Source: an optimization exercise on an open RTL-to-GDS flow (aim: small area). Production flows keep margins and buffers that such runs may drop. RTL that was checked went through simulation tests only; none was proved equivalent to the original. No activity file was given, so power comes from the tool's default toggle rates.

Setup of v1:
Design vgalab1, start of the top module:
module vgalab1(
  input clk,             
  input rst_n,           
  input key_jump_n,      
  input key_restart_n,   
  input sw_gray,         
  output [0:6] HEX0, HEX1,   
  output VGA_HS,
  output VGA_VS,
  output VGA_BLANK,
  output [9:0] VGA_R,
  output [9:0] VGA_G,
  output [9:0] VGA_B
);
export LEC_CHECK = 0
export ABC_AREA = 1
export CAP_MARGIN = 0
export CORE_MARGIN = 2
export CORE_UTILIZATION = 40
export CTS_BUF_LIST = sky130_fd_sc_hd__clkbuf_8
export GPL_TIMING_DRIVEN = 0
export SLEW_MARGIN = 0
create_clock -name core_clock -period 12.0 [get_ports {clk}]
standard.sh (not shown) runs the stock make flow with config.mk's settings and CLKGATE_MAP_FILE= SYNTH_SCRIPT=/design/flow/synth_recipe.tcl, a recipe that flattens the netlist after the stock synthesis.
==> flow/flow/run.sh <==
#!/bin/bash
# Own layout flow: the standard synthesis, then the combinational logic
# between the registers is mapped again by ABC for area (the registers are
# kept as they are, with their names and cells), then the standard
# layout with single-strength port buffers.
set -euo pipefail
W=$(pwd)
R=$W/orfs/results/$FLOW_PLATFORM/vgalab1/base
LIB=$FLOW_HOME/platforms/$FLOW_PLATFORM/lib/sky130_fd_sc_hd__tt_025C_1v80.lib

# 1. standard synthesis, up to the netlist
bash standard.sh $R/1_2_yosys.v > $W/std_synth.log 2>&1
cp $R/1_2_yosys.v $W/std_1_2_yosys.v

# 2. map the logic between registers again
DONT=""
for c in $(grep -o "\-dont_use [a-z0-9_]*" $W/orfs/logs/$FLOW_PLATFORM/vgalab1/base/1_2_yosys.log | awk '{print $2}' | sort -u); do
  DONT="$DONT -dont_use $c"
done
cat > $W/reabc.ys <<E2
read_liberty -ignore_miss_func -overwrite $LIB
read_verilog $W/std_1_2_yosys.v
hierarchy -top $FLOW_TOP
setattr -mod -set keep_hierarchy 1 sky130_fd_sc_hd__df* sky130_fd_sc_hd__edf* sky130_fd_sc_hd__sdf* sky130_fd_sc_hd__dl* sky130_fd_sc_hd__conb_*
flatten
opt_clean -purge
tee -o $W/reabc_before.txt stat -liberty $LIB
abc -liberty $LIB $DONT -script $W/flow/area.abc
opt_clean -purge
splitnets
opt_clean -purge
hilomap -singleton -hicell sky130_fd_sc_hd__conb_1 HI -locell sky130_fd_sc_hd__conb_1 LO
insbuf -buf sky130_fd_sc_hd__buf_4 A X
opt_clean -purge
tee -o $W/reabc_after.txt stat -liberty $LIB
read_liberty -lib -ignore_miss_func -overwrite $LIB
check -assert
write_verilog -noattr -nohex -nodec $W/reabc_1_2_yosys.v
E2
yosys -l $W/reabc.log -q -s $W/reabc.ys > /dev/null 2>&1
cp $W/reabc_1_2_yosys.v $R/1_2_yosys.v

# 3. standard layout from the new netlist
bash standard.sh "BUFFER_PORTS_ARGS=-buffer_cell sky130_fd_sc_hd__buf_1" finish > $W/std_layout.log 2>&1
==> flow/flow/area.abc <==
strash; &get -n; &deepsyn -T 60; &put; dch -f; amap; topo; buffer -p; upsize -D 6000; dnsize -D 6000
Relative to v1, the following input files were edited for v10:
-- flow/design.v --
<<< v1, line 142
reg ty1, ty2, ty3, by1, by2, by3, my;
reg g0, gA, gH;
wire [10:0] d1 = dsub(mxo, s);
wire near2 = a2 ? sin(d1, pd(238), pd(294)) : sin(d1, pd(-404), pd(-348));
wire near3 = a3 ? sin(d1, pd(452), pd(508)) : sin(d1, pd(-190), pd(-134));
reg [1:0] tn;
always @(posedge clk) tn <= near2 ? 2'd1 : near3 ? 2'd2 : 2'd0;
wire [1:0] t = xr[2] ? tn : xr[1:0];
wire usep = (t == 2'd1 && !a2) || (t == 2'd2 && !a3);
>>> v10, line 142
reg ty1, ty2, ty3, by1, by2, by3, my;
reg g0, gA, gH;
reg [1:0] tn;
wire [9:0] kx = (tn == 2'd1) ? (a2 ? {6'd14, 4'd0} : {6'd35, 4'd3}) :
                (tn == 2'd2) ? (a3 ? {6'd28, 4'd4} : {6'd49, 4'd7}) : 10'd0;
wire [10:0] kr = add({7'd0, s[3:0]}, {7'd0, kx[3:0]});
wire kc = ge(kr, 15);
wire [10:0] krc = kc ? sub(kr, 15) : kr;
wire [10:0] kq = add(add({5'd0, s[9:4]}, {5'd0, kx[9:4]}), {10'd0, kc});
wire [9:0] sn = {kq[5:0], krc[3:0]};
wire [10:0] dn = dsub(mxo, sn);
wire w84 = tn == 2'd2;
wire nn = (tn == 2'd1) ? (!a2 || n2a) : (tn == 2'd2) ? (!a3 || n3a) : n1;
always @(posedge clk or negedge rst_n)
	if (!rst_n) tn <= 2'd0;
	else if (!sin(dn, pd(30), pd(84))) tn <= (tn == 2'd2) ? 2'd0 : tn + 2'd1;
wire [1:0] t = xr[2] ? tn : xr[1:0];
wire usep = (t == 2'd1 && !a2) || (t == 2'd2 && !a3);
<<< v1, line 227
		default: ;
		endcase
wire col1 = n1 && sin(d1, pd(30), pd(80)) && g0;
wire col2 = (a2 ? (n2a && sin(d1, pd(240), pd(290))) : sin(d1, pd(-402), pd(-352))) && g0;
wire col3 = (a3 ? (n3a && sin(d1, pd(454), pd(508))) : sin(d1, pd(-188), pd(-134))) && g0;
wire bd1 = n1 && sin(d1, pd(50), pd(60));
wire bd2 = a2 ? (n2a && sin(d1, pd(260), pd(270))) : sin(d1, pd(-382), pd(-372));
wire bd3 = a3 ? (n3a && sin(d1, pd(474), pd(488))) : sin(d1, pd(-168), pd(-154));
wire colany = col1 || col2 || col3;
wire mlow = !ge(M, pk(81));
wire mhigh = ge(M, pk(400));
>>> v10, line 236
		default: ;
		endcase
wire colany = nn && sin(dn, pd(30), w84 ? pd(84) : pd(80)) && g0;
wire bdn = nn && sin(dn, pd(50), w84 ? pd(64) : pd(60));
wire mlow = !ge(M, pk(81));
wire mhigh = ge(M, pk(400));
<<< v1, line 260
end
wire bok = !hit && (brA || brD || brH);
wire b1 = bok && !dis1 && bd1 && (brA ? gA : (brD || gH));
wire b2 = bok && !dis2 && bd2 && (brA ? gA : (brD || gH));
wire b3 = bok && !dis3 && bd3 && (brA ? gA : (brD || gH));
wire c1 = ge(S, px(561)) && !ge(S, px(566));
wire c2 = ge(S, px(351)) && !ge(S, px(356));
wire c3 = ge(S, px(133)) && !ge(S, px(138));
wire bany = b1 || b2 || b3;
wire sf10 = sf == 4'd10;
wire [9:0] kx = col1 ? 10'd0 : col2 ? (a2 ? {6'd14, 4'd0} : {6'd35, 4'd3}) : (a3 ? {6'd28, 4'd4} : {6'd49, 4'd7});
wire [10:0] kr = add({7'd0, s[3:0]}, {7'd0, kx[3:0]});
wire kc = ge(kr, 15);
wire [10:0] krc = kc ? sub(kr, 15) : kr;
wire [10:0] kq = add(add({5'd0, s[9:4]}, {5'd0, kx[9:4]}), {10'd0, kc});
always @(posedge clk or negedge rst_n)
	if (!rst_n) begin
>>> v10, line 264
end
wire bok = !hit && (brA || brD || brH);
wire dn_dis = (tn == 2'd1) ? dis2 : (tn == 2'd2) ? dis3 : dis1;
wire bany = bok && !dn_dis && bdn && (brA ? gA : (brD || gH));
wire b1 = bany && tn == 2'd0;
wire b2 = bany && tn == 2'd1;
wire b3 = bany && tn == 2'd2;
wire c1 = ge(S, px(561)) && !ge(S, px(566));
wire c2 = ge(S, px(351)) && !ge(S, px(356));
wire c3 = ge(S, px(133)) && !ge(S, px(138));
wire sf10 = sf == 4'd10;
always @(posedge clk or negedge rst_n)
	if (!rst_n) begin
<<< v1, line 281
	end else if (mt) begin
		if (brB) mxo <= px(335);
		else if (brE) mxo <= {kq[5:0], krc[3:0]};
		if (brB) hit <= 1'b0;
		else if (brC || brD || brE) hit <= 1'b1;
>>> v10, line 281
	end else if (mt) begin
		if (brB) mxo <= px(335);
		else if (brE) mxo <= sn;
		if (brB) hit <= 1'b0;
		else if (brC || brD || brE) hit <= 1'b1;
--- outcome ---
Compared v10 vs v1, and routed wire length is down in v10.
Diff v1 -> v10: final non-filler cell total went down by 45, final-layout clock buffer total went down by 2, clock power share went down by 11 points, post-layout worst setup margin went down by 0.033 ns.
The RTL of v1 was laid out without a check of its function.

separate check: timing with driven ports:
No port has a modelled driver above. Below, the same layouts with a new extraction and two added sets of constraints.
Step 1: set_driving_cell puts a clkbuf_16 on clk and a buf_2 on each other input, an assumption about the parent block.
Step 2 moves the port delays by t, midway between the first and last clock arrival at a register: inputs arrive t later, outputs are due t later. That takes back most of the time a late clock gives input paths.
a / b / c = no drivers / after step 1 / after step 2; a / b = the first two.
run	shift t [ns]	slack for setup (ns)	worst hold slack (ns)	worst setup path after step 2	clock arrival spread, ns
v1	0.414	0.835 / 0.793 / 1.207	0.494 / 0.494 / 0.494	register to output	0.020 / 0.020
v10	0.428	0.802 / 0.761 / 1.189	0.475 / 0.475 / 0.475	register to output	0.018 / 0.018
After both steps every run listed still meets setup and hold.
